This is an optimization exercise on Yosys and OpenROAD, whose aim is small area, a short achievable clock period and few clock cycles per item, not a production implementation.
Where RTL was checked, it was by simulation tests only, not by an equivalence proof against the original.
No functional check of the RTL was part of runs 2 to 6.

[flow/design.v]
module magnitudeFinder( circuitInput, magnitude);
	input wire [7:0] circuitInput;
	output wire [7:0] magnitude;
	wire [7:0] twosComp;
	assign twosComp = ~circuitInput +1'b1;
	assign magnitude = (circuitInput[7]) ? twosComp : circuitInput[7:0];
endmodule
module negativeBoolModule(clk,signBit0,signBit1, load_Initial, negativeProductFlag);
    input wire clk;
    input wire signBit0;
    input wire signBit1;
    input wire load_Initial;
    output reg negativeProductFlag;
    always @(posedge clk) begin
      if(load_Initial)
        negativeProductFlag <= signBit0  ^ signBit1 ;
    end
endmodule 
module multiplier( clk, inMC, inMP, load_Initial, zeroFlag, product);
    input wire clk;
    input wire [7:0] inMC;
    input wire [7:0] inMP;
    input wire load_Initial;
    output wire zeroFlag;
    output reg [15:0] product;
    reg [15:0] SHLReg;
    reg [7:0] SHRReg;
    reg [15:0] nextp;
    wire LSB_SHRReg;
    always @(posedge clk)
    begin
        if(load_Initial)
        begin
        SHRReg <=inMP;
        SHLReg[15:0] <={8'b0,inMC};
        product <= 16'b0;
        end else
        begin
            SHLReg <= SHLReg <<1;
            SHRReg <= SHRReg >>1;
            if(LSB_SHRReg)
            begin
                product<= SHLReg+product; 
            end
        end
    end
    assign LSB_SHRReg = SHRReg[0];
    assign zeroFlag = ~|SHRReg;
endmodule
module controlUnit(clk,rst,zeroFlag, buttonRight, buttonCenter, buttonLeft, load_Initial, displayControlSignal, calculatingFlag);
    input wire clk;
    input wire rst;
    input wire zeroFlag;
    input wire buttonRight; 
    input wire buttonCenter; 
    input wire buttonLeft;
    output reg load_Initial;
    output wire [1:0] displayControlSignal;
    output reg calculatingFlag;
    reg [1:0] displayNextState;
    reg [1:0] displayState;
    localparam [1:0] right = 2'b01, middle = 2'b10, left = 2'b11;
    always @(*)
    begin
        case(displayState)
            right: if(buttonLeft) displayNextState = middle;
                   else displayNextState = right;
            middle: if(buttonLeft) displayNextState = left;
                    else if(buttonRight) displayNextState = right;
                    else displayNextState = middle;
            left: if(buttonRight) displayNextState = middle;
                  else displayNextState = left;
            default: displayNextState = right;
        endcase
    end
    always @(posedge clk)
    begin
        if(rst | load_Initial)
            displayState <= right;
        else
            displayState <= displayNextState;
    end
    always @(posedge clk)
    begin
        load_Initial <= buttonCenter & ~rst;
    end
    always @(posedge clk)
    begin
            if(rst)
                calculatingFlag <= 0;
            else if(buttonCenter)
            begin
                calculatingFlag <= 1; 
            end
    end
    assign displayControlSignal = (calculatingFlag & zeroFlag & ~load_Initial) ? displayState : 2'b00;
endmodule
module binaryToBCD (binary, BCDOutput);
  input wire [15:0] binary; 
  output wire [19:0] BCDOutput;
  reg [20:0] BCD;
  integer i,j;
  always @(binary) begin
      BCD = 21'b0;
      BCD[15:0] = binary;
      for(i = 0; i <= 12; i = i+1)
        for(j = 0; j <= i/3; j = j+1)
          if (BCD[16-i+4*j -: 4] > 4)
            BCD[16-i+4*j -: 4] = BCD[16-i+4*j -: 4] + 4'd3;
  end
  assign BCDOutput = BCD [19:0];
endmodule
module display( displayControlSignal, bcdProduct, segBCD3, segBCD2, segBCD1);
  input wire [1:0]displayControlSignal;
  input wire [19:0]bcdProduct;
  output reg [3:0] segBCD3;
  output reg [3:0] segBCD2;
  output reg [3:0] segBCD1;
  localparam [1:0] start=2'b00, right=2'b01,middle=2'b10,left=2'b11;
  localparam [3:0] underScore = 4'b1111;
  always @(*)
  begin
    case(displayControlSignal)
      start: begin
        segBCD1 = underScore;
        segBCD2 = underScore;
        segBCD3 = underScore;
      end
      right: begin
        segBCD1 = bcdProduct[3:0];
        segBCD2 = bcdProduct[7:4];
        segBCD3 = bcdProduct[11:8];
      end
      middle: begin
        segBCD1 = bcdProduct[7:4];
        segBCD2 = bcdProduct[11:8];
        segBCD3 = bcdProduct[15:12];
      end
      left: begin
        segBCD1 = bcdProduct[11:8];
        segBCD2 = bcdProduct[15:12];
        segBCD3 = bcdProduct[19:16];
      end
    endcase
  end
endmodule
module counterModN (clk,reset,en,count);
    parameter x=4, n=3;
    input clk;
    input reset;
    input en;
    output reg [x-1:0] count;
    always @(posedge clk) 
    begin
        if (reset)
        begin 
            count <= 0;
        end else if(en) 
        begin
            if(count == n-1)
            begin
                count <= 0;
            end else
            begin 
                count <= count + 1;
            end
        end
    end
endmodule
module SevenSegDisplay(clk,rst,segBCD3,segBCD2,segBCD1,product,negativeProductFlag,anode_active,segments);
    input wire clk;
    input wire rst;
    input wire [3:0] segBCD3;
    input wire [3:0] segBCD2;
    input wire [3:0] segBCD1;
    input wire [15:0] product;
    input wire negativeProductFlag;
    output reg [3:0] anode_active;
    output reg [6:0] segments;
    wire [1:0] toggle;
    wire enOn = 1'b1;
    counterModN #(2,4) binCounter2 (.clk(clk),.reset(rst),.en(enOn), .count(toggle));
    reg [3:0] numToDisplay;
    localparam [3:0]  nothing = 4'b1101, negative =4'b1110, underscore = 4'b1111;
    always @(*)
    begin
      case(toggle)
        0: numToDisplay <= segBCD1;
        1: numToDisplay <= segBCD2;
        2: numToDisplay <= segBCD3;
        3:begin
            if(product==0)numToDisplay <=nothing; 
            else numToDisplay <= negativeProductFlag? negative : nothing;
        end
      endcase 
    end
    always @(*) begin
        case(toggle)
            2'b00: anode_active = 4'b1110;
            2'b01: anode_active = 4'b1101;
            2'b10: anode_active = 4'b1011;
            2'b11: anode_active = 4'b0111;
        endcase
    end
    always @(*) begin
      case(numToDisplay )
        0: segments = 7'b0000001;
        1: segments = 7'b1001111;
        2: segments = 7'b0010010;
        3: segments = 7'b0000110;
        4: segments = 7'b1001100;
        5: segments = 7'b0100100;
        6: segments = 7'b0100000;
        7: segments = 7'b0001111;
        8: segments = 7'b0000000;
        9: segments = 7'b0000100;
        nothing: segments =7'b1111111;
        negative: segments =7'b1111110;
        underscore: segments =7'b1110111;
        default: segments=7'b1110111;
      endcase
    end
endmodule 
module circ(clk,rst,buttonRight,buttonCenter,buttonLeft,inputMultiplier,inputMultiplicand,segments,anode_active,doneFlag);
    input wire clk;
    input wire rst;
    input wire buttonRight;
    input wire buttonCenter;
    input wire buttonLeft;
    input wire [7:0] inputMultiplier; 
    input wire [7:0] inputMultiplicand;
    output wire [6:0] segments;
    output wire [3:0] anode_active;
    output wire doneFlag;
    wire [7:0] magnitudeMP;
    wire [7:0] magnitudeMC;
    magnitudeFinder MPMagnitudeFinder(.circuitInput(inputMultiplier),.magnitude(magnitudeMP));
    magnitudeFinder MCMagnitudeFinder(.circuitInput(inputMultiplicand),.magnitude(magnitudeMC));
    wire negativeProductFlag;
    wire load_Initial;
    negativeBoolModule SignFlagModule(.clk(clk),.signBit0(inputMultiplier[7]),.signBit1(inputMultiplicand[7]), .load_Initial(load_Initial), .negativeProductFlag(negativeProductFlag));
    wire zeroFlag; 
    wire [1:0] displayControlSignal;  
    wire [15:0] product;
    multiplier mult(.clk(clk),.inMP(magnitudeMP),.inMC(magnitudeMC),.load_Initial(load_Initial),.zeroFlag(zeroFlag),.product(product));
    wire calculatingFlag;
    controlUnit CU(.clk(clk),.rst(rst),.zeroFlag(zeroFlag),.buttonRight(buttonRight),.buttonCenter(buttonCenter),.buttonLeft(buttonLeft),.load_Initial(load_Initial),.displayControlSignal(displayControlSignal),.calculatingFlag(calculatingFlag));
    assign doneFlag = calculatingFlag & zeroFlag & ~load_Initial;
    wire [19:0] bcdProduct;
    binaryToBCD binaryToBCDCirc(.binary(product),.BCDOutput(bcdProduct));
    wire [3:0] segBCD3,segBCD2,segBCD1;
    display disp(.displayControlSignal(displayControlSignal),.bcdProduct(bcdProduct), .segBCD3(segBCD3), .segBCD2(segBCD2), .segBCD1(segBCD1));
    SevenSegDisplay BCDtoDisplay(.clk(clk),.rst(rst),.segBCD3(segBCD3),.segBCD2(segBCD2),.segBCD1(segBCD1),.product(product),.negativeProductFlag(negativeProductFlag),.anode_active(anode_active),.segments(segments));
endmodule
[flow/run.sh]
#!/bin/bash
# synth_recipe.tcl (not shown) runs the flow's synth.tcl, then flattens the netlist and writes it again
# the make line also repeats each setting of config.mk as NAME=value (left out here)
make -C /OpenROAD-flow-scripts/flow DESIGN_CONFIG=/design/flow/config.mk WORK_HOME=/design/flow/orfs CLKGATE_MAP_FILE= SYNTH_SCRIPT=/design/flow/synth_recipe.tcl finish
[flow/config.mk]
export PLATFORM = sky130hd
export DESIGN_NAME = circ
export DESIGN_NICKNAME = circ
export VERILOG_FILES = /design/flow/design.v
export SDC_FILE = /design/flow/constraint.sdc
export NUM_CORES = 4
export LEC_CHECK = 0
export CAP_MARGIN = 20
export CORE_MARGIN = 2
export CORE_UTILIZATION = 40
export SLEW_MARGIN = 20
[flow/constraint.sdc]
create_clock -name core_clock -period 14.0 [get_ports {clk}]
set_input_delay 2.8000 -clock core_clock [delete_from_list [all_inputs] [get_ports {clk}]]
set_output_delay 2.8000 -clock core_clock [all_outputs]
set_load 0.01 [all_outputs]
==> metrics.md, run 1 <==
| Metric | Value |
|---|---|
| Run status | no timing/DRC/antenna violations |
| Pre-antenna DRT Iters | 5 |
| Number of top-level pins | 33 |
| Total standard cell area after synthesis | between 9000 and 10000 µm² |
| Class of the worst hold path | flip-flop to flip-flop |
| Growth of design area from synthesis to finish | 16.93% |
| Largest family of logic cells by synthesized area | compound AO/OA/AOI/OAI gates |
| Number of global-route vias before repair | slightly above 9000 |
| Post-synth top area share | 0.09431 |
| Cells after Synth | 1315 |
| GRT Overall Usage | 0.2005 |
| Seq/Total Area, Yosys | 0.09739 |
| Effective utilization at floorplan | 0.4039 |
| Xor/xnor share of the synthesized area | 0.05407 |
| Leading cell types in the layout, fill and taps excluded | nor2_1, nand2_1, a21oi_1 |
| Count of final hold-check violations | 0 |
| Die Outline Area | between 20000 and 30000 µm² |
| Final core utilization | 0.4722 |
| Buffers added on ports | 32 |
| Hold Buf Count CTS | 0 |
| Pre-CTS setup slack | -188.9 ps |
| Drt total wl | 27.45 mm |
| Final sum of negative setup slack | 0 ps |
| Endpoint arrival time on the critical path | 10730 ps |
| Largest area contributor in the synthesized netlist | dfxtp_1 |
| Data required, critical path | approximately 11000 ps |
| Routed vias/inst | around 6.2 |
| Post-synthesis mux area share | 0.06035 |
| Post-synthesis share of cell area spent on full adders, half adders and majority gates | 0.09175 |
| Wire length of the first global-routing pass | between 40 and 50 mm |
| Most prevalent standard cell on the critical path | inv_1 |
| Post-layout min period | around 14000 ps |
| Cts bufs inserted | 5 |
| R2R setup slack | between 10000 and 15000 ps |
| Total of max-cap violations | 0 |
| Final Max Slew Viols | 0 |
| Cells after DPL | ~1700 |
| Clock slew at the register clock pins of the worst setup and hold paths | about 60 ps |
| Share of the synthesized area in compound gates (AO/OA/AOI/OAI) | 0.3799 |
| Hold worst-path end | mult.SHLReg[10] |
| Count of state elements after synthesis | 47 |
| Clk root buf | clkbuf_16 |
| Die span in x | between 150 and 200 µm |
| Area of the core region | approximately 24000 µm² |
| Synth warnings | 7 |
| Largest net degree at the start of global routing | 56 |
| Share of the clock period used by the worst path after layout | 0.9666 |
| Fmax | 0.07389 GHz |
| Final global-route overflow total | 0 |
| Hold path cells | 1 |
| Tightest slew margin relative to the limit | 0.3703 |
| Async SR Flop Fraction | 0 |
| Height of the chip | roughly 160 µm |
| Critical register-to-register path startpoint | mult.product[1] |
| Remaining antenna violation count after routing | 0 |
| Area share of and/or/nand/nor cells after synthesis | 0.2492 |
| Initial detailed-routing violation count | ~900 |
| Placed standard-cell area | approximately 11000 µm² |
| Routability congestion estimate | 0.9488 |
| Worst Skew | 5.596 ps |
| Crit path buf inv count | 13 |
| Start point of the worst hold path | mult.SHLReg[9] |
| Worst R2R End | mult.product[15] |
| Distinct cell type count after synthesis | 130 |
| Crit-path slowest cell | clkdlybuf4s50_1 |
| Overall via count from detail_route | 10460 |
| CP endpoint kind | output port |
| Pin slew with the least headroom to its limit | around 940 ps |
| NumNets Final | about 1400 |
| Clock net sink count | 47 |
| Crit-path max FO | 13 |
| Share of layout cells above drive strength 1 | 0.1991 |
| Worst Reg2Reg Path Length in Cells | 19 |
| Finish-stage setup viols | 0 |
| Worst setup path category | flip-flop to output port |
| Flip-flop cell with the highest count after synthesis | dfxtp_1 |
| Remaining routing DRC violations | 0 |
| H-tree depth | 2 |
| Syn nets | around 1400 |
| Number of enable flip-flop cells after synthesis | 1 |
| Cell family with the largest share of critical-path delay | compound AO/OA/AOI/OAI gates |
| Worst Setup Slack, final | roughly 470 ps |
| FP Rows | 57 |
| Total inserted antenna cells | 0 |
| Most area-consuming cells after synthesis | dfxtp_1, ha_1, nor2_1, mux2i_1, a21oi_1 |
| Insertion delay to the later sink of the worst-skew pair | between 200 and 300 ps |
| Layout Cell Area excl Fill | between 10000 and 15000 µm² |
| CP startpoint kind | flip-flop |
| Routed length per instance | 16.34 µm |
| Largest stage delay on the critical path | 550 ps |
| Initial antenna violation count | 0 |
| CTS tree | done |
| Syn_area_per_cell | between 7 and 8 µm² |
| Most frequent standard cell in the layout excluding fill and tap cells | nor2_1 |
| Non-filler cells in the finished layout | 1680 |
| Final HPWL from detailed placement | 20.34 mm |
| Max clock buf depth | 2 |
| Minimum hold slack | 471.4 ps |
## routing by layer
layer,part of all wire,track usage,routed length [µm]
met1,0.47,0.2777,12800
met2,0.46,0.3339,12750
met3,0.051,0.01948,1399
met4,0.018,0.05119,505
met5,0,0,0
## cells in the mapped netlist (22+ instances only)
| cell | count |
|---|---|
| inv_1 | 66 |
| a211oi_1 | 22 |
| nand3_1 | 41 |
| nor2_1 | 122 |
| a21oi_1 | 85 |
| o21ai_0 | 46 |
| dfxtp_1 | 46 |
| clkbuf_1 | 38 |
| nor3_1 | 46 |
| nand2_1 | 99 |
| ha_1 | 70 |
| xnor2_1 | 27 |
| mux2i_1 | 44 |
## how the worst max path moves through the flow
stage	start	endpoint	cells past startpoint
2_1_floorplan	mult.product[13]	segments[0]	58
3_3_place_gp	mult.product[13]	segments[0]	56
3_5_place_dp	mult.product[13]	segments[0]	56
4_1_cts	mult.product[13]	segments[3]	54
5_1_grt	mult.product[13]	segments[0]	51
6_report	mult.product[13]	segments[0]	52
## state kept, by name, summed over array words and instances (netlist names)
| register | flops |
|---|---|
| mult.SHLReg | 16 |
| mult.product | 16 |
| mult.SHRReg | 8 |
| BCDtoDisplay.binCounter2.count | 2 |
| CU.displayState | 2 |
| CU.calculatingFlag | 1 |
| CU.load_Initial | 1 |
| SignFlagModule.negativeProductFlag | 1 |
## logic make-up (layout without fill, tap and decap cells)
group                      count (synthesis)  count (layout)
AOI/OAI and AO/OA                        469             469
xor gates and xnor gates                  52              52
adders and majority gates                 71              71
buffers and inverters                    148             189
DFF                                       47              47
muxes                                     57              57
and+or+nand+nor                          471             471
## final cells by class
cell class	count	area [µm²]
Multi-Input combinational cell	1120	8726
Sequential cell	47	952.2
Tap cell	324	405.4
Timing Repair Buffer	112	934.6
Clock inverter	1	7.507
Inverter	70	262.8
Fill cell	2346	12760
Clock buffer	6	128.9
## what timing repair did
| action | in CTS | in global routing |
|---|---|---|
| resized for setup | 15 | 98 |
| pin swaps | 1 | 15 |
| buffers inserted | 1 | 21 |
| endpoints found under the setup margin | 7 | 7 |
Testbench counts, summed over its fixed seeds: cycles 64,412, items 8,000.
==> inputs of run 2 (changes only) <==
==> flow/design.v (replaced) <==
module circ(clk,rst,buttonRight,buttonCenter,buttonLeft,inputMultiplier,inputMultiplicand,segments,anode_active,doneFlag);
    input wire clk;
    input wire rst;
    input wire buttonRight;
    input wire buttonCenter;
    input wire buttonLeft;
    input wire [7:0] inputMultiplier;
    input wire [7:0] inputMultiplicand;
    output reg [6:0] segments;
    output wire [3:0] anode_active;
    output wire doneFlag;
    wire sa = inputMultiplier[7];
    wire sb = inputMultiplicand[7];
    wire [6:0] a = inputMultiplier[6:0] ^ {7{sa}};
    wire [6:0] b = inputMultiplicand[6:0] ^ {7{sb}};
    wire [14:0] mag = a * b + (sa ? {8'd0, b} : 15'd0) + (sb ? {8'd0, a} : 15'd0) + {14'd0, sa & sb};
    wire minus = (sa & ~sb & |inputMultiplicand[6:0]) | (sb & ~sa & |inputMultiplier[6:0]);
    reg [14:0] product;
    reg negative;
    reg done;
    reg [1:0] phase;
    reg [1:0] view;
    always @(posedge clk) begin
        if (buttonCenter) begin
            product <= mag;
            negative <= minus;
        end
    end
    always @(posedge clk) done <= ~rst & (done | buttonCenter);
    assign doneFlag = done;
    always @(posedge clk) phase <= rst ? 2'd0 : phase + 2'd1;
    assign anode_active = ~(4'b0001 << phase);
    always @(posedge clk) begin
        if (buttonCenter) view <= 2'd0;
        else case (view)
            2'd0: if (buttonLeft) view <= 2'd1;
            2'd1: if (buttonLeft) view <= 2'd2; else if (buttonRight) view <= 2'd0;
            2'd2: if (buttonRight) view <= 2'd1;
            default: view <= view;
        endcase
    end
    function [3:0] add3;
        input [3:0] x;
        begin
            add3[3] = x[3] | (x[2] & (x[1] | x[0]));
            add3[2] = (x[3] & x[0]) | (x[2] & ~x[1] & ~x[0]);
            add3[1] = (x[1] & (~x[2] | x[0])) | (x[3] & ~x[0]);
            add3[0] = (~x[3] & ~x[2] & x[0]) | (x[2] & x[1] & ~x[0]) | (x[3] & ~x[0]);
        end
    endfunction
    reg [19:0] bcd;
    integer i, j;
    always @(*) begin
        bcd = 20'd0;
        for (i = 14; i >= 0; i = i - 1) begin
            for (j = 0; j < 5; j = j + 1)
                bcd[4*j +: 4] = add3(bcd[4*j +: 4]);
            bcd = {bcd[18:0], product[i]};
        end
    end
    wire [2:0] k = {1'b0, view} + {1'b0, phase};
    reg [3:0] digit;
    always @(*) begin
        case (k)
            3'd0: digit = bcd[3:0];
            3'd1: digit = bcd[7:4];
            3'd2: digit = bcd[11:8];
            3'd3: digit = bcd[15:12];
            default: digit = bcd[19:16];
        endcase
    end
    always @(*) begin
        if (phase == 2'd3) segments = negative ? 7'b1111110 : 7'b1111111;
        else case (digit)
            4'd0: segments = 7'b0000001;
            4'd1: segments = 7'b1001111;
            4'd2: segments = 7'b0010010;
            4'd3: segments = 7'b0000110;
            4'd4: segments = 7'b1001100;
            4'd5: segments = 7'b0100100;
            4'd6: segments = 7'b0100000;
            4'd7: segments = 7'b0001111;
            4'd8: segments = 7'b0000000;
            default: segments = 7'b0000100;
        endcase
    end
endmodule
--- a/flow/config.mk
+++ b/flow/config.mk
@@ -6,6 +6,8 @@
 export NUM_CORES = 4
 export LEC_CHECK = 0
+export ABC_AREA = 1
 export CAP_MARGIN = 20
 export CORE_MARGIN = 2
-export CORE_UTILIZATION = 40
+export CORE_UTILIZATION = 70
+export SETUP_SLACK_MARGIN = 5
 export SLEW_MARGIN = 20
==> metrics.md, run 2 <==
| Metric | Value |
|---|---|
| Cts bufs inserted | 3 (-2) |
| Final Max Slew Viols | 0 (unchanged) |
| CTS tree | done |
| Clock net sink count | 21 (-55%) |
| Wire length of the first global-routing pass | 22.63 mm (-50%) |
| Cell family with the largest share of critical-path delay | adder cells |
| Final HPWL from detailed placement | 10.78 mm (-47%) |
| Final global-route overflow total | 0 (unchanged) |
| Effective utilization at floorplan | 0.7270 (+0.3231) |
| CP startpoint kind | input pin |
| Register with the most flip-flops | product |
| Minimum hold slack | 486.9 ps (+15.56 ps) |
| Largest stage delay on the critical path | 760 ps (+210 ps) |
| Pin slew with the least headroom to its limit | 904.3 ps (-40.26 ps) |
| Syn_area_per_cell | 6.366 µm² (-14%) |
| Flip-flop cell with the highest count after synthesis | edfxtp_1 |
| Class of the worst hold path | flip-flop to flip-flop |
| Worst setup path category | input pin to flip-flop |
| Post-CTS setup buffer count | 0 (-1) |
| Height of the chip | 93.82 µm (-41%) |
| Most frequent standard cell in the layout excluding fill and tap cells | nand2_1 |
| Endpoint arrival time on the critical path | 8460 ps (-2270 ps) |
| Die Outline Area | 8801 µm² (-66%) |
| Total standard cell area after synthesis | 5647 µm² (-42%) |
| Remaining antenna violation count after routing | 0 (unchanged) |
| Routed vias/inst | 5.502 (-12%) |
| Buffers added on ports | 32 (unchanged) |
| Capturing instance or port of the critical path | product[14] |
| Number of top-level pins | 33 (unchanged) |
| Max FFs per register | 15 |
| Run status | no timing/DRC/antenna violations |
| Post-synth top area share | 0.1615 (+0.06722) |
| Seq/Total Area, Yosys | 0.1028 (+0.005428) |
| Cells traversed along the worst timing path | clkdlybuf4s50_1, xnor2_1, inv_1, nand2_1, fa_1, fa_1, inv_1, ha_1, inv_1, fa_1, fa_1, nand3b_1, and2_1, inv_1, a21oi_1, o21bai_1, a21oi_1, o21bai_1, a21oi_1, inv_1, a21oi_1, o21ai_0, a21oi_1, xnor2_1 |
| Overall via count from detail_route | 5618 (-46%) |
| Total inserted antenna cells | 0 (unchanged) |
| Drt total wl | 12.73 mm (-54%) |
| H-tree depth | 1 (-1) |
| Largest net degree at the start of global routing | 20 (-64%) |
| Worst Reg2Reg Path Length in Cells | 7 (-12) |
| Distinct cell type count after synthesis | 40 (-69%) |
| Origin of the worst setup path | inputMultiplicand[7] |
| Initial antenna violation count | 0 (unchanged) |
| Total of max-cap violations | 0 (unchanged) |
| Initial detailed-routing violation count | 314 (-66%) |
| Critical path depth | 24 (-54%) |
| Most used standard cells in the synthesized netlist | nand2_1, inv_1, nand3_1, nor2_1, ha_1 |
| GRT Overall Usage | 0.3084 (+0.1079) |
| Leading cell types in the layout, fill and taps excluded | nand2_1, inv_1, nand3_1 |
| Hold Buf Count CTS | 0 (unchanged) |
| Crit-path slowest cell | clkdlybuf4s50_1 |
| Routability congestion estimate | 0.9254 (-2.5%) |
| Share of the clock period used by the worst path after layout | 0.6030 (-0.3636) |
| Worst Skew | 0.04149 ps (-5.555 ps) |
| Tightest slew margin relative to the limit | 0.3952 (+0.02495) |
| Crit path buf inv count | 6 (-7) |
| Final sum of negative setup slack | 0 ps (unchanged) |
| Number of global-route vias before repair | 5471 (-41%) |
| Pre-antenna DRT Iters | 5 (unchanged) |
| Worst R2R End | view[1] |
| Insertion delay to the later sink of the worst-skew pair | 270 ps (-20 ps) |
| Setup repair after global routing missed its margin | false |
| Largest area contributor in the synthesized netlist | nand2_1 |
| Remaining routing DRC violations | 0 (unchanged) |
| Data required, critical path | 14020 ps (+2820 ps) |
| Growth of design area from synthesis to finish | 8.487% |
| Routed length per instance | 12.46 µm (-24%) |
| Finish-stage setup viols | 0 (unchanged) |
| Die span in x | 93.82 µm (-41%) |
| Critical register-to-register path startpoint | view[1] |
| Syn nets | 997 (-29%) |
| Count of state elements after synthesis | 21 (-55%) |
| Share of layout cells above drive strength 1 | 0.1153 (-0.08377) |
| Count of instances resized after the clock tree is built | 0 (-15) |
| Crit-path max FO | 15 (+2) |
| Synth warnings | 1 (-6) |
| Number of enable flip-flop cells after synthesis | 16 (+15) |
| R2R setup slack | 12550 ps (+2250 ps) |
| Area of the core region | 7767 µm² (-68%) |
| Start point of the worst hold path | done |
| Clock slew at the register clock pins of the worst setup and hold paths | 80 ps (+20 ps) |
| CP endpoint kind | flip-flop |
| Layout fillers | 548 (-77%) |
| Most area-consuming cells after synthesis | nand2_1, fa_1, ha_1, inv_1, edfxtp_1 |
| Post-layout min period | 8442 ps (-5091 ps) |
| Clk root buf | clkbuf_8 |
| Cells after Synth | 887 (-33%) |
| Fmax | 0.1185 GHz (+60%) |
| Most frequent cell after synthesis | nand2_1 |
| Top Registers | product (15), phase (2), view (2) |
| Count of final hold-check violations | 0 (unchanged) |
| Max clock buf depth | 2 (unchanged) |
| FP Rows | 32 (-44%) |
| NumNets Final | 1030 (-29%) |
| Async SR Flop Fraction | 0 (unchanged) |
run 2: routing by layer:
metal | GRT usage | share of wire | vias to the layer above
met5 | 0 | 0 | -
met3 | 0.02327 | 0.041 | 35
met2 | 0.5815 | 0.51 | 159
met1 | 0.3746 | 0.43 | 2561
met4 | 0.08575 | 0.023 | 0
li1 | - | - | 2863
run 2: worst min-delay path, delay by kind of cell (launching register included):
family | cells | cell delay, ps
flip-flops | 1 | 340
AND/OR/NAND/NOR | 2 | 120
run 2: worst min-delay path by stage:
stage / to / slack [ps] / depth (start not counted)
floorplan: phase[0] / 450 / 1
global placement: done / 450 / 2
detailed placement: done / 460 / 2
CTS: done / 490 / 2
global route: done / 510 / 2
finish: done / 490 / 2
run 2: kinds of logic (layout without fill, tap and decap cells):
logic type | count (synthesis) | in the layout | synth area share
simple gates | 507 | 507 | 0.4164
buf+inv | 168 | 200 | 0.1117
fa+ha+maj | 89 | 89 | 0.2504
compound gates | 78 | 78 | 0.08155
xor+xnor | 24 | 24 | 0.03723
flops | 21 | 21 | 0.1028
run 2: cell type report:
type | instances | area, µm² | share of cell area
multi-input combinational | 698 | 4436 | 0.7241
inverter | 164 | 615.6 | 0.1005
clock buffer | 3 | 41.29 | 0.006740
timing repair buffer | 32 | 320.3 | 0.05229
tap | 102 | 127.6 | 0.02083
sequential | 21 | 580.6 | 0.09477
clock inverter | 1 | 5.005 | 0.0008170
run 2: stage by stage:
step	util	worst slack, ps	area, µm²	instances
final	0.7887	5558	6126	1021
after global routing	0.7887	5020	6126	1021
after CTS	0.7887	5634	6126	1021
after detailed placement	0.7827	5310	6080	1017
after global placement	0.7827	5617	6080	1017
after floorplan	-	6281	5647	887
==> inputs of run 3 (changes only) <==
--- a/flow/config.mk
+++ b/flow/config.mk
@@ -10,4 +10,3 @@
 export CORE_MARGIN = 2
 export CORE_UTILIZATION = 70
-export SETUP_SLACK_MARGIN = 5
 export SLEW_MARGIN = 20
==> metrics.md, run 3 <==
| Metric | Value |
|---|---|
| Run status | no timing/DRC/antenna violations |
| Hold Buf Count CTS | 0 (unchanged) |
| Number of top-level pins | 33 (unchanged) |
| Class of the worst hold path | flip-flop to flip-flop |
| Growth of design area from synthesis to finish | 8.487% (unchanged) |
| Effective utilization at floorplan | 0.7270 (unchanged) |
| H-tree depth | 1 (unchanged) |
| Seq/Total Area, Yosys | 0.1028 (unchanged) |
| Die span in x | 93.82 µm (unchanged) |
| CP startpoint kind | input pin |
| Post-CTS setup buffer count | 0 (unchanged) |
| Most frequent cell after synthesis | nand2_1 |
| Count of state elements after synthesis | 21 (unchanged) |
| Flip-flop cell with the highest count after synthesis | edfxtp_1 |
| Initial antenna violation count | 0 (unchanged) |
| R2R setup slack | 12550 ps (about the same) |
| Synth warnings | 1 (unchanged) |
| Crit-path max FO | 15 (unchanged) |
| Endpoint arrival time on the critical path | 8460 ps (about the same) |
| Capturing instance or port of the critical path | product[14] |
| Initial detailed-routing violation count | 314 (unchanged) |
| Routability congestion estimate | 0.9254 (unchanged) |
| Total inserted antenna cells | 0 (unchanged) |
| Layout fillers | 548 (unchanged) |
| Pin slew with the least headroom to its limit | 904.3 ps (unchanged) |
| Insertion delay to the later sink of the worst-skew pair | 270 ps (about the same) |
| Height of the chip | 93.82 µm (unchanged) |
| Leading cell types in the layout, fill and taps excluded | nand2_1, inv_1, nand3_1 |
| Fmax | 0.1185 GHz (unchanged) |
| CTS tree | done |
| Routed vias/inst | 5.502 (unchanged) |
| Number of global-route vias before repair | 5471 (unchanged) |
| Wire length of the first global-routing pass | 22.63 mm (unchanged) |
| Clk root buf | clkbuf_8 |
| Cts bufs inserted | 3 (unchanged) |
| Critical register-to-register path startpoint | view[1] |
| CP endpoint kind | flip-flop |
| Syn_area_per_cell | 6.366 µm² (unchanged) |
| Overall via count from detail_route | 5618 (unchanged) |
| Remaining antenna violation count after routing | 0 (unchanged) |
| Pre-antenna DRT Iters | 5 (unchanged) |
| Share of layout cells above drive strength 1 | 0.1153 (unchanged) |
| Distinct cell type count after synthesis | 40 (unchanged) |
| Origin of the worst setup path | inputMultiplicand[7] |
| Count of instances resized after the clock tree is built | 0 (unchanged) |
| Register with the most flip-flops | product |
| Final Max Slew Viols | 0 (unchanged) |
| Most frequent standard cell in the layout excluding fill and tap cells | nand2_1 |
| Clock net sink count | 21 (unchanged) |
| Cells after Synth | 887 (unchanged) |
| Clock slew at the register clock pins of the worst setup and hold paths | 80 ps (about the same) |
| Die Outline Area | 8801 µm² (unchanged) |
| Total of max-cap violations | 0 (unchanged) |
| Post-layout min period | 8442 ps (unchanged) |
| Most used standard cells in the synthesized netlist | nand2_1, inv_1, nand3_1, nor2_1, ha_1 |
| Drt total wl | 12.73 mm (unchanged) |
| Finish-stage setup viols | 0 (unchanged) |
| Buffers added on ports | 32 (unchanged) |
| Final core utilization | 0.7887 (unchanged) |
| Async SR Flop Fraction | 0 (unchanged) |
| Final HPWL from detailed placement | 10.78 mm (unchanged) |
| Largest area contributor in the synthesized netlist | nand2_1 |
| Max clock buf depth | 2 (unchanged) |
| Worst setup path category | input pin to flip-flop |
| Final sum of negative setup slack | 0 ps (unchanged) |
| FP Rows | 32 (unchanged) |
| Max FFs per register | 15 (unchanged) |
| Number of enable flip-flop cells after synthesis | 16 (unchanged) |
| Count of final hold-check violations | 0 (unchanged) |
| Most area-consuming cells after synthesis | nand2_1, fa_1, ha_1, inv_1, edfxtp_1 |
| Syn nets | 997 (unchanged) |
| GRT Overall Usage | 0.3084 (unchanged) |
| Worst Skew | 0.04149 ps (unchanged) |
| Setup repair after global routing missed its margin | false |
| Largest net degree at the start of global routing | 20 (unchanged) |
| Remaining routing DRC violations | 0 (unchanged) |
| Tightest slew margin relative to the limit | 0.3952 (unchanged) |
| Worst R2R End | view[1] |
| Final global-route overflow total | 0 (unchanged) |
| Share of the clock period used by the worst path after layout | 0.6030 (unchanged) |
| Data required, critical path | 14020 ps (about the same) |
| Hold path cells | 2 (unchanged) |
| Worst Reg2Reg Path Length in Cells | 7 (unchanged) |
| Routed length per instance | 12.46 µm (unchanged) |
| NumNets Final | 1030 (unchanged) |
| Total standard cell area after synthesis | 5647 µm² (unchanged) |
| Post-synth top area share | 0.1615 (unchanged) |
| Top Registers | product (15), phase (2), view (2) |
| Area of the core region | 7767 µm² (unchanged) |
==> run 3: cell counts in the layout (fill, tap and decap cells not counted) <==
Identical to the previous run, type by type.
==> run 3: worst min path at each step <==
stage	slack, ps	end	startpoint
after global placement	450	done	done
after global routing	510	done	done
after detailed placement	460	done	done
after floorplan	450	phase[0]	phase[0]
after CTS	490	done	done
final	490	done	done
==> run 3: cell type report <==
| cell class | count | area, µm² | area share |
|---|---|---|---|
| Sequential cell | 21 | 580.6 | 0.09477 |
| Clock buffer | 3 | 41.29 | 0.006740 |
| Tap cell | 102 | 127.6 | 0.02083 |
| Clock inverter | 1 | 5.005 | 0.0008170 |
| Timing Repair Buffer | 32 | 320.3 | 0.05229 |
| Inverter | 164 | 615.6 | 0.1005 |
| Multi-Input combinational cell | 698 | 4436 | 0.7241 |
==> run 3: worst max-delay path, cell delays in order <==
cell	delay, ps
clkdlybuf4s50_1	760
xnor2_1	590
inv_1	150
nand2_1	120
fa_1	460
fa_1	510
inv_1	40
ha_1	260
inv_1	50
fa_1	520
fa_1	470
nand3b_1	180
and2_1	200
inv_1	60
a21oi_1	60
o21bai_1	210
a21oi_1	100
o21bai_1	220
a21oi_1	90
inv_1	60
a21oi_1	80
o21ai_0	200
a21oi_1	110
xnor2_1	130
==> run 3: kinds of logic after synthesis <==
kind of cell | after synthesis | synth area share
and+or+nand+nor | 507 | 0.4164
AOI/OAI and AO/OA | 78 | 0.08155
xor gates and xnor gates | 24 | 0.03723
adders and majority gates | 89 | 0.2504
DFF | 21 | 0.1028
buffers and inverters | 168 | 0.1117
==> run 3: stage by stage <==
step | hold WS [ps] | std cells | cell area [µm²] | worst slack [ps]
detailed placement | 464.8 | 1017 | 6080 | 5310
finish | 486.9 | 1021 | 6126 | 5558
CTS | 491.3 | 1021 | 6126 | 5634
global placement | 448.1 | 1017 | 6080 | 5617
floorplan | 447.9 | 887 | 5647 | 6281
global route | 507.6 | 1021 | 6126 | 5020
==> run 3: routing by layer <==
layer / track usage / share of wire / routed length [µm] / vias to the layer above
met5: 0 / 0 / 0 / -
met4: 0.08575 / 0.023 / 294 / 0
met3: 0.02327 / 0.041 / 516 / 35
met2: 0.5815 / 0.51 / 6480 / 159
met1: 0.3746 / 0.43 / 5435 / 2561
li1: - / - / - / 2863
==> inputs of run 4 (changes only) <==
==> flow/flow/run.sh (new file) <==
#!/bin/bash
# Standard layout, with timing repair asked to leave extra setup slack.
set -euo pipefail
export SETUP_SLACK_MARGIN=10
bash standard.sh > standard_flow.log 2>&1
==> flow/standard.sh (new file) <==
#!/bin/bash
# synth_recipe.tcl (not shown) runs the flow's synth.tcl, then flattens the netlist and writes it again
# the make line also repeats each setting of config.mk as NAME=value (left out here)
make -C /OpenROAD-flow-scripts/flow DESIGN_CONFIG=/design/flow/config.mk WORK_HOME=/design/flow/orfs CLKGATE_MAP_FILE= SYNTH_SCRIPT=/design/flow/synth_recipe.tcl "${@:-finish}"
removed: flow/run.sh
==> metrics.md, run 4 <==
| Metric | Value |
|---|---|
| Placed standard-cell area | 6425 µm² (+5.7%) |
| Post-synthesis mux area share | 0 (unchanged) |
| H-tree depth | 1 (unchanged) |
| Most used standard cells in the synthesized netlist | nand2_1, inv_1, nand3_1, nor2_1, ha_1 |
| Synth warnings | 1 (unchanged) |
| Total standard cell area after synthesis | 5647 µm² (unchanged) |
| Cts bufs inserted | 3 (unchanged) |
| Run status | stopped before the end |
| Xor/xnor share of the synthesized area | 0.03723 (unchanged) |
| Stopped at | clock tree synthesis |
| Die span in x | 93.82 µm (unchanged) |
| Max clock buf depth | 2 (unchanged) |
| Async SR Flop Fraction | 0 (unchanged) |
| Final HPWL from detailed placement | 11.90 mm (+10%) |
| Post-synthesis share of cell area spent on full adders, half adders and majority gates | 0.2504 (unchanged) |
| Error message | [ERROR DPL-0038] Utilization greater than 100%, impossible to legalize |
| Most area-consuming cells after synthesis | nand2_1, fa_1, ha_1, inv_1, edfxtp_1 |
| Flip-flop cell with the highest count after synthesis | edfxtp_1 |
| Count of instances resized after the clock tree is built | 307 (+307) |
| Most frequent cell after synthesis | nand2_1 |
| Count of state elements after synthesis | 21 (unchanged) |
| FP Rows | 32 (unchanged) |
| Distinct cell type count after synthesis | 40 (unchanged) |
| Syn_area_per_cell | 6.366 µm² (unchanged) |
| Seq/Total Area, Yosys | 0.1028 (unchanged) |
| Cells after Synth | 887 (unchanged) |
| Post-synth top area share | 0.1615 (unchanged) |
| Largest area contributor in the synthesized netlist | nand2_1 |
| Effective utilization at floorplan | 0.7270 (unchanged) |
| Clock net sink count | 21 (unchanged) |
| Buffers added on ports | 32 (unchanged) |
| Routability congestion estimate | 0.9213 (-0.44%) |
| Height of the chip | 93.82 µm (unchanged) |
| Number of top-level pins | 33 (unchanged) |
| Syn nets | 997 (unchanged) |
| Largest family of logic cells by synthesized area | simple AND/OR/NAND/NOR gates |
| Clk root buf | clkbuf_8 |
| Number of enable flip-flop cells after synthesis | 16 (unchanged) |
| Hold Buf Count CTS | 0 (unchanged) |
| Area share of and/or/nand/nor cells after synthesis | 0.4164 (unchanged) |
| Post-CTS setup buffer count | 77 (+77) |
| Share of the synthesized area in compound gates (AO/OA/AOI/OAI) | 0.08154 (unchanged) |
==> run 4: worst max path at each step <==
| stage | startpoint | to | slack (ps) | depth (start not counted) |
|---|---|---|---|---|
| 2_1_floorplan | inputMultiplicand[7] | product[14] | 6810 | 24 |
| 3_3_place_gp | inputMultiplicand[7] | product[14] | 5620 | 23 |
| 3_5_place_dp | inputMultiplicand[7] | product[14] | 5390 | 23 |
==> run 4: logic make-up after synthesis <==
kind of cell	Yosys count
flops	21
xor+xnor	24
fa+ha+maj	89
simple gates	507
buf+inv	168
compound gates	78
==> run 4: metrics by stage <==
step	worst slack (ps)	util	std cells
after floorplan	6814	-	887
after global placement	5618	0.8272	1017
after detailed placement	5386	0.8272	1017
==> inputs of run 5 (changes only) <==
==> flow/flow/run.sh (replaced) <==
#!/bin/bash
# Standard layout, with timing repair asked to leave extra setup slack.
set -euo pipefail
export SETUP_SLACK_MARGIN=8
bash standard.sh > standard_flow.log 2>&1
==> metrics.md, run 5 <==
| Metric | Value |
|---|---|
| Post-CTS setup buffer count | 78 (+1.3%) |
| Clock net sink count | 21 (unchanged) |
| Most area-consuming cells after synthesis | nand2_1, fa_1, ha_1, inv_1, edfxtp_1 |
| Cells after Synth | 887 (unchanged) |
| Count of instances resized after the clock tree is built | 286 (-6.8%) |
| Final HPWL from detailed placement | 11.70 mm (-1.7%) |
| Buffers added on ports | 32 (unchanged) |
| Synth warnings | 1 (unchanged) |
| Most used standard cells in the synthesized netlist | nand2_1, inv_1, nand3_1, nor2_1, ha_1 |
| Die span in x | 93.82 µm (unchanged) |
| Number of top-level pins | 33 (unchanged) |
| Largest area contributor in the synthesized netlist | nand2_1 |
| FP Rows | 32 (unchanged) |
| Async SR Flop Fraction | 0 (unchanged) |
| Count of state elements after synthesis | 21 (unchanged) |
| Syn_area_per_cell | 6.366 µm² (unchanged) |
| Error message | [ERROR DPL-0038] Utilization greater than 100%, impossible to legalize |
| Most frequent cell after synthesis | nand2_1 |
| Post-synth top area share | 0.1615 (unchanged) |
| Run status | stopped before the end |
| Flip-flop cell with the highest count after synthesis | edfxtp_1 |
| Pre-CTS setup slack | 5296 ps (-89.88 ps) |
| Syn nets | 997 (unchanged) |
| Number of enable flip-flop cells after synthesis | 16 (unchanged) |
| Effective utilization at floorplan | 0.7270 (unchanged) |
| Distinct cell type count after synthesis | 40 (unchanged) |
| Hold Buf Count CTS | 0 (unchanged) |
| H-tree depth | 1 (unchanged) |
| Cts bufs inserted | 3 (unchanged) |
| Seq/Total Area, Yosys | 0.1028 (unchanged) |
| Clk root buf | clkbuf_8 |
| Cells after DPL | 1017 (unchanged) |
| Max clock buf depth | 2 (unchanged) |
| Stopped at | clock tree synthesis |
| Total standard cell area after synthesis | 5647 µm² (unchanged) |
| Routability congestion estimate | 0.9194 (-0.21%) |
| Height of the chip | 93.82 µm (unchanged) |
-- run 5: cell counts after synthesis --
No cell type changed its count.
-- run 5: per-stage QoR --
stage / cell area, µm² / utilization
after floorplan: 6065 / -
after global placement: 6422 / 0.8268
after detailed placement: 6422 / 0.8268
-- run 5: cells by family after synthesis --
logic type	Yosys count	share of synthesized area
AO/OA/AOI/OAI	78	0.08155
flip-flops	21	0.1028
buffers and inverters	168	0.1117
XOR/XNOR	24	0.03723
adder cells (fa/ha/maj)	89	0.2504
AND/OR/NAND/NOR	507	0.4164
-- run 5: how the worst max path moves through the flow --
| stage | start | end | slack [ps] | cells past startpoint |
|---|---|---|---|---|
| floorplan | inputMultiplicand[7] | product[14] | 6810 | 24 |
| global placement | inputMultiplicand[7] | product[14] | 5620 | 23 |
| detailed placement | inputMultiplicand[7] | product[14] | 5300 | 23 |
==> inputs of run 6 (changes only) <==
==> flow/flow/run.sh (replaced) <==
#!/bin/bash
# Standard layout, with stronger port buffers.
set -euo pipefail
export BUFFER_PORTS_ARGS="-buffer_cell sky130_fd_sc_hd__buf_2"
bash standard.sh > standard_flow.log 2>&1
==> metrics.md, run 6 <==
| Metric | Value |
|---|---|
| Leading cell types in the layout, fill and taps excluded | nand2_1, inv_1, nand3_1 |
| CP endpoint kind | output port |
| Routed vias/inst | 5.459 |
| Max FFs per register | 15 |
| Die span in x | 93.82 µm (unchanged) |
| Worst setup path category | flip-flop to output port |
| Top Registers | product (15), phase (2), view (2) |
| Pre-antenna DRT Iters | 7 |
| Overall via count from detail_route | 5574 |
| Count of state elements after synthesis | 21 (unchanged) |
| Die Outline Area | 8801 µm² |
| Data required, critical path | between 10000 and 15000 ps |
| Total inserted antenna cells | 0 |
| Final global-route overflow total | 0 |
| Critical register-to-register path startpoint | view[1] |
| Layout Cell Area excl Fill | between 5000 and 6000 µm² |
| Total standard cell area after synthesis | 5647 µm² (unchanged) |
| Critical path depth | 41 |
| Fmax | 0.1264 GHz |
| Drt total wl | ~12 mm |
| R2R setup slack | 12530 ps |
| Largest net degree at the start of global routing | 20 |
| Finish-stage setup viols | 0 |
| Minimum hold slack | 483.5 ps |
| Endpoint arrival time on the critical path | 5110 ps |
| Class of the worst hold path | flip-flop to flip-flop |
| Height of the chip | 93.82 µm (unchanged) |
| Number of global-route vias before repair | about 5300 |
| Most prevalent standard cell on the critical path | nand2_1 |
| Area of the core region | between 7000 and 8000 µm² |
| Capturing instance or port of the critical path | segments[3] |
| Setup repair after global routing missed its margin | false |
| Post-layout min period | slightly below 8000 ps |
| Pin slew with the least headroom to its limit | about 570 ps |
| Pre-CTS setup slack | 6063 ps (+766.9 ps) |
| Most frequent standard cell in the layout excluding fill and tap cells | nand2_1 |
| Remaining antenna violation count after routing | 0 |
| Number of top-level pins | 33 (unchanged) |
| Clock net sink count | 21 (unchanged) |
| Initial antenna violation count | 0 |
| Crit path buf inv count | 7 |
| Synth warnings | 1 (unchanged) |
| Cells after Synth | 887 (unchanged) |
| Hold Buf Count CTS | 0 (unchanged) |
| Largest stage delay on the critical path | approximately 510 ps |
| Seq/Total Area, Yosys | 0.1028 (unchanged) |
| Number of enable flip-flop cells after synthesis | 16 (unchanged) |
| CP startpoint kind | flip-flop |
| Syn_area_per_cell | 6.366 µm² (unchanged) |
| Worst Skew | roughly 0.047 ps |
| Routability congestion estimate | 0.9013 (-2.0%) |
| Initial detailed-routing violation count | around 270 |
| Effective utilization at floorplan | 0.7270 (unchanged) |
| Final sum of negative setup slack | 0 ps |
| Crit-path slowest cell | edfxtp_1 |
| Worst R2R End | view[1] |
| Remaining routing DRC violations | 0 |
| Async SR Flop Fraction | 0 (unchanged) |
| Post-synth top area share | 0.1615 (unchanged) |
| Cells after DPL | 1017 (unchanged) |
| Post-CTS setup buffer count | 0 (-100%) |
| Cell family with the largest share of critical-path delay | simple AND/OR/NAND/NOR gates |
| CTS tree | done |
| Largest area contributor in the synthesized netlist | nand2_1 |
| Syn nets | 997 (unchanged) |
| Crit-path max FO | 7 |
| Routed length per instance | ~12 µm |
| FP Rows | 32 (unchanged) |
| Clk root buf | clkbuf_8 |
| Share of the clock period used by the worst path after layout | 0.5649 |
| Growth of design area from synthesis to finish | 5.628% |
| Most area-consuming cells after synthesis | nand2_1, fa_1, ha_1, inv_1, edfxtp_1 |
| Run status | no timing/DRC/antenna violations |
| Share of layout cells above drive strength 1 | 0.1491 |
| Count of instances resized after the clock tree is built | 0 (-100%) |
| NumNets Final | between 1000 and 1500 |
| Worst Setup Slack, final | about 6100 ps |
| GRT Overall Usage | 0.2935 |
| Buffers added on ports | 32 (unchanged) |
| Flip-flop cell with the highest count after synthesis | edfxtp_1 |
| Most frequent cell after synthesis | nand2_1 |
| Worst Reg2Reg Path Length in Cells | 7 |
| Final HPWL from detailed placement | 10.55 mm (-9.8%) |
| Distinct cell type count after synthesis | 40 (unchanged) |
| Total of max-cap violations | 0 |
| H-tree depth | 1 (unchanged) |
| Wire length of the first global-routing pass | between 20 and 25 mm |
| Final core utilization | 0.7679 |
| Final Max Slew Viols | 0 |
| Clock slew at the register clock pins of the worst setup and hold paths | approximately 70 ps |
| Max clock buf depth | 2 (unchanged) |
| Tightest slew margin relative to the limit | 0.6179 |
| Origin of the worst setup path | product[14] |
| Non-filler cells in the finished layout | slightly above 1000 |
| Count of final hold-check violations | 0 |
| Register with the most flip-flops | product |
| Most used standard cells in the synthesized netlist | nand2_1, inv_1, nand3_1, nor2_1, ha_1 |
| Placed standard-cell area | 5919 µm² (-7.8%) |
| Cts bufs inserted | 3 (unchanged) |
| Insertion delay to the later sink of the worst-skew pair | approximately 260 ps |
==> run 6: worst min path at each step <==
stage / start / end / cells after the start
finish: done / done / 2
CTS: done / done / 2
global placement: done / done / 2
global route: done / done / 2
detailed placement: done / done / 2
floorplan: phase[0] / phase[0] / 1
==> run 6: area by class of cell <==
cell class	instances	area (µm²)
sequential	21	580.6
inverter	164	615.6
clock buffer	4	45.04
tap	102	127.6
timing repair buffer	32	160.2
multi-input combinational	698	4436
fill	608	1803
==> run 6: cells by family (layout without fill, tap and decap cells) <==
logic type,after synthesis,in the layout,synth area share
buffers and inverters,168,200,0.1117
AND/OR/NAND/NOR,507,507,0.4164
XOR/XNOR,24,24,0.03723
adder cells (fa/ha/maj),89,89,0.2504
AO/OA/AOI/OAI,78,78,0.08155
flip-flops,21,21,0.1028
==> run 6: layer usage <==
layer / share of wire / routed length (µm) / up-vias / global-route usage
met3: 0.038 / 461 / 24 / 0.01525
met4: 0.018 / 216 / 0 / 0.07488
met5: 0 / 0 / - / 0
li1: - / - / 2864 / -
met1: 0.45 / 5444 / 2534 / 0.3746
met2: 0.49 / 5919 / 152 / 0.5405
==> run 6: worst reg2reg max path, delay by kind of cell, from the launching register on <==
kind                       cells  cell delay, ps
AOI/OAI and AO/OA              3             450
adders and majority gates      1             210
buffers and inverters          1              90
DFF                            1             420
and+or+nand+nor                2             240
==> inputs of run 7 (changes only) <==
--- a/flow/design.v
+++ b/flow/design.v
@@ -42,10 +42,12 @@
     function [3:0] add3;
         input [3:0] x;
-        begin
-            add3[3] = x[3] | (x[2] & (x[1] | x[0]));
-            add3[2] = (x[3] & x[0]) | (x[2] & ~x[1] & ~x[0]);
-            add3[1] = (x[1] & (~x[2] | x[0])) | (x[3] & ~x[0]);
-            add3[0] = (~x[3] & ~x[2] & x[0]) | (x[2] & x[1] & ~x[0]) | (x[3] & ~x[0]);
-        end
+        case (x)
+            4'd5: add3 = 4'd8;
+            4'd6: add3 = 4'd9;
+            4'd7: add3 = 4'd10;
+            4'd8: add3 = 4'd11;
+            4'd9: add3 = 4'd12;
+            default: add3 = x;
+        endcase
     endfunction
     reg [19:0] bcd;
==> flow/run.sh (new file) <==
#!/bin/bash
# synth_recipe.tcl (not shown) runs the flow's synth.tcl, then flattens the netlist and writes it again
# the make line also repeats each setting of config.mk as NAME=value (left out here)
make -C /OpenROAD-flow-scripts/flow DESIGN_CONFIG=/design/flow/config.mk WORK_HOME=/design/flow/orfs CLKGATE_MAP_FILE= SYNTH_SCRIPT=/design/flow/synth_recipe.tcl finish
--- a/flow/config.mk
+++ b/flow/config.mk
@@ -6,7 +6,6 @@
 export NUM_CORES = 4
 export LEC_CHECK = 0
-export ABC_AREA = 1
 export CAP_MARGIN = 20
 export CORE_MARGIN = 2
-export CORE_UTILIZATION = 70
+export CORE_UTILIZATION = 40
 export SLEW_MARGIN = 20
removed: flow/flow/run.sh
removed: flow/standard.sh
==> metrics.md, run 7 <==
| Metric | Value |
|---|---|
| Register with the most flip-flops | product |
| Post-synth top area share | 0.1070 (-0.05456) |
| Remaining antenna violation count after routing | 0 (unchanged) |
| Effective utilization at floorplan | 0.4043 (-0.3227) |
| Drt total wl | 18.90 mm (+57%) |
| Final sum of negative setup slack | 0 ps (unchanged) |
| GRT Overall Usage | 0.1892 (-0.1043) |
| Finish-stage setup viols | 0 (unchanged) |
| Overall via count from detail_route | 7331 (+32%) |
| Non-filler cells in the finished layout | 1224 (+20%) |
| Number of global-route vias before repair | 6559 (+24%) |
| Routability congestion estimate | 0.8583 (-4.8%) |
| Most used standard cells in the synthesized netlist | nand2_1, nor2_1, inv_1, a21oi_1, ha_1 |
| Die Outline Area | 19820 µm² (+130%) |
| Initial antenna violation count | 0 (unchanged) |
| Buffers added on ports | 32 (unchanged) |
| Count of final hold-check violations | 0 (unchanged) |
| Cells traversed along the worst timing path | nor4bb_1, a221oi_2, a31oi_2, a211oi_4, maj3_1, a211o_1, nand2_1, maj3_2, a211oi_2, o22ai_1, a211oi_2, nand4_1, a221oi_4, nand4b_1, o31ai_1, a2111oi_4, nor2_1, ha_1, inv_1, mux2i_1, o21ai_1, clkdlybuf4s50_1 |
| Max clock buf depth | 2 (unchanged) |
| Post-CTS setup buffer count | 0 (unchanged) |
| Syn nets | 1128 (+13%) |
| Leading cell types in the layout, fill and taps excluded | nand2_1, nor2_1, inv_1 |
| Remaining routing DRC violations | 0 (unchanged) |
| Syn_area_per_cell | 7.354 µm² (+16%) |
| Minimum hold slack | 468.5 ps (-15.07 ps) |
| Tightest slew margin relative to the limit | 0.3032 (-0.3147) |
| Most area-consuming cells after synthesis | fa_1, ha_1, edfxtp_1, nand2_1, a21oi_1 |
| CP endpoint kind | output port |
| Cells after Synth | 1018 (+15%) |
| Wire length of the first global-routing pass | 32.42 mm (+50%) |
| Async SR Flop Fraction | 0 (unchanged) |
| Layout Cell Area excl Fill | 7886 µm² (+32%) |
| CP startpoint kind | flip-flop |
| Crit-path max FO | 35 (+28) |
| Clock net sink count | 21 (unchanged) |
| Distinct cell type count after synthesis | 107 (+170%) |
| Clock slew at the register clock pins of the worst setup and hold paths | 50 ps (-20 ps) |
| H-tree depth | 1 (unchanged) |
| Cells after DPL | 1220 (+20%) |
| Fmax | 0.09171 GHz (-27%) |
| Share of layout cells above drive strength 1 | 0.06162 (-0.08746) |
| Share of the clock period used by the worst path after layout | 0.7788 (+0.2139) |
| CTS tree | done |
| NumNets Final | 1101 (+6.9%) |
| Initial detailed-routing violation count | 543 (+100%) |
| Count of instances resized after the clock tree is built | 0 (unchanged) |
| Growth of design area from synthesis to finish | 5.348% |
| Seq/Total Area, Yosys | 0.07755 (-0.02526) |
| Largest stage delay on the critical path | 1040 ps (+530 ps) |
| Data required, critical path | 11200 ps (about the same) |
| Max FFs per register | 15 (unchanged) |
| Largest area contributor in the synthesized netlist | fa_1 |
| Final HPWL from detailed placement | 14.59 mm (+38%) |
| Largest net degree at the start of global routing | 36 (+80%) |
| Pre-antenna DRT Iters | 5 (-2) |
| Clk root buf | clkbuf_16 |
| Synth warnings | 1 (unchanged) |
| Total standard cell area after synthesis | 7486 µm² (+33%) |
| Routed vias/inst | 5.989 (+9.7%) |
| Post-layout min period | 10900 ps (+2995 ps) |
| Insertion delay to the later sink of the worst-skew pair | 260 ps (about the same) |
| Routed length per instance | 15.44 µm (+31%) |
| Worst setup path category | flip-flop to output port |
| Top Registers | product (15), phase (2), view (2) |
| Most frequent cell after synthesis | nand2_1 |
| Most frequent standard cell in the layout excluding fill and tap cells | nand2_1 |
| Class of the worst hold path | flip-flop to flip-flop |
| Height of the chip | 140.8 µm (+50%) |
| Crit path buf inv count | 2 (-5) |
| Setup repair after global routing missed its margin | false |
| FP Rows | 50 (+56%) |
| Number of top-level pins | 33 (unchanged) |
| Worst Skew | 0.06484 ps (+0.01793 ps) |
| Endpoint arrival time on the critical path | 8100 ps (+2990 ps) |
| Most prevalent standard cell on the critical path | a211oi_2 |
| Final Max Slew Viols | 0 (unchanged) |
| Hold Buf Count CTS | 0 (unchanged) |
| Number of enable flip-flop cells after synthesis | 16 (unchanged) |
| Final global-route overflow total | 0 (unchanged) |
| Cts bufs inserted | 3 (unchanged) |
| Area of the core region | 18520 µm² (+140%) |
| Flip-flop cell with the highest count after synthesis | edfxtp_1 |
| Die span in x | 140.8 µm (+50%) |
| Run status | no timing/DRC/antenna violations |
| Total inserted antenna cells | 0 (unchanged) |
| Pin slew with the least headroom to its limit | 1045 ps (+476.1 ps) |
| Placed standard-cell area | 7806 µm² (+32%) |
| Cell family with the largest share of critical-path delay | compound AO/OA/AOI/OAI gates |
| Count of state elements after synthesis | 21 (unchanged) |
| Crit-path slowest cell | edfxtp_1 |
| Total of max-cap violations | 0 (unchanged) |
## run 7: final timing paths
| path | start | to | slack (ps) | cells past startpoint |
|---|---|---|---|---|
| setup / recovery | product[12] | segments[3] | 3100 | 22 |
| hold / removal | done | done | 470 | 2 |
| setup reg to reg | view[1] | view[1] | 12300 | 8 |
| hold reg to reg | done | done | 470 | 2 |
## run 7: stage by stage
stage | worst slack (ps) | util
3_5_place_dp | 3505 | 0.4216
5_1_grt | 2485 | 0.4259
4_1_cts | 3207 | 0.4259
3_3_place_gp | 3583 | 0.4216
6_report | 3096 | 0.4259
2_1_floorplan | 5883 | -
## run 7: cell type report
type	instances	area (µm²)
Clock buffer	3	75.07
Clock inverter	1	5.005
Fill cell	1881	10630
Inverter	85	319.1
Multi-Input combinational cell	842	6248
Sequential cell	21	580.6
Tap cell	234	292.8
Timing Repair Buffer	38	365.4
## run 7: layer usage
layer | share of wire | global-route usage
met3 | 0.038 | 0.005774
met1 | 0.48 | 0.2787
met2 | 0.48 | 0.3155
met5 | 0 | 0
met4 | 0.010 | 0.03000
## run 7: tightest hold or removal path, delay by kind of cell, from the launching register on
family | cells | cell delay, ps
simple gates | 2 | 110
flops | 1 | 330
## run 7: cells by family (layout without fill, tap and decap cells)
group           after synthesis  after routing  share of synthesized area
simple gates                377            377                     0.2552
compound gates              309            309                     0.3074
buf+inv                     155            127                    0.08775
fa+ha+maj                    93             93                     0.1947
xor+xnor                     45             45                    0.05265
flops                        21             21                    0.07755
mux                          18             18                    0.02474
Testbench counts of run 7, summed over its fixed seeds: cycles 8,000, items 8,000.

==> separate check: timing with driven ports <==
No port has a modelled driver above. Below, the same layouts with a new extraction and two added sets of constraints.
Step 1 sets driving cells, clkbuf_16 on the clock port and buf_2 on the other inputs (assumed; they add their load-dependent delay and slew).
Step 2 adds t to the input delays and takes it off the output delays; t is the mean of the earliest and latest rising clock arrival at the registers after step 1. Input paths then give back, and output paths get back, about the clock's delay inside the block.
a / b / c = ideal / step 1 / step 2; a / b = the first two.
run | t (ns) | setup WS [ns] | worst setup path at the end | clock arrival spread, ns | slew at the worst register clock pin (ns)
run 1 | 0.325 | 0.467 / 0.428 / 0.753 | register to output | 0.006 / 0.006 | 0.06 / 0.06
run 2 | 0.292 | 5.558 / 5.567 / 5.274 | input to register | 0.005 / 0.005 | 0.08 / 0.08
run 3 | 0.292 | 5.558 / 5.567 / 5.274 | input to register | 0.005 / 0.005 | 0.08 / 0.08
run 6 | 0.290 | 6.091 / 6.062 / 6.080 | input to register | 0.002 / 0.002 | 0.07 / 0.07
run 7 | 0.289 | 3.096 / 3.062 / 3.351 | register to output | 0.003 / 0.003 | 0.05 / 0.05
After both steps setup and hold are still met in every run listed.
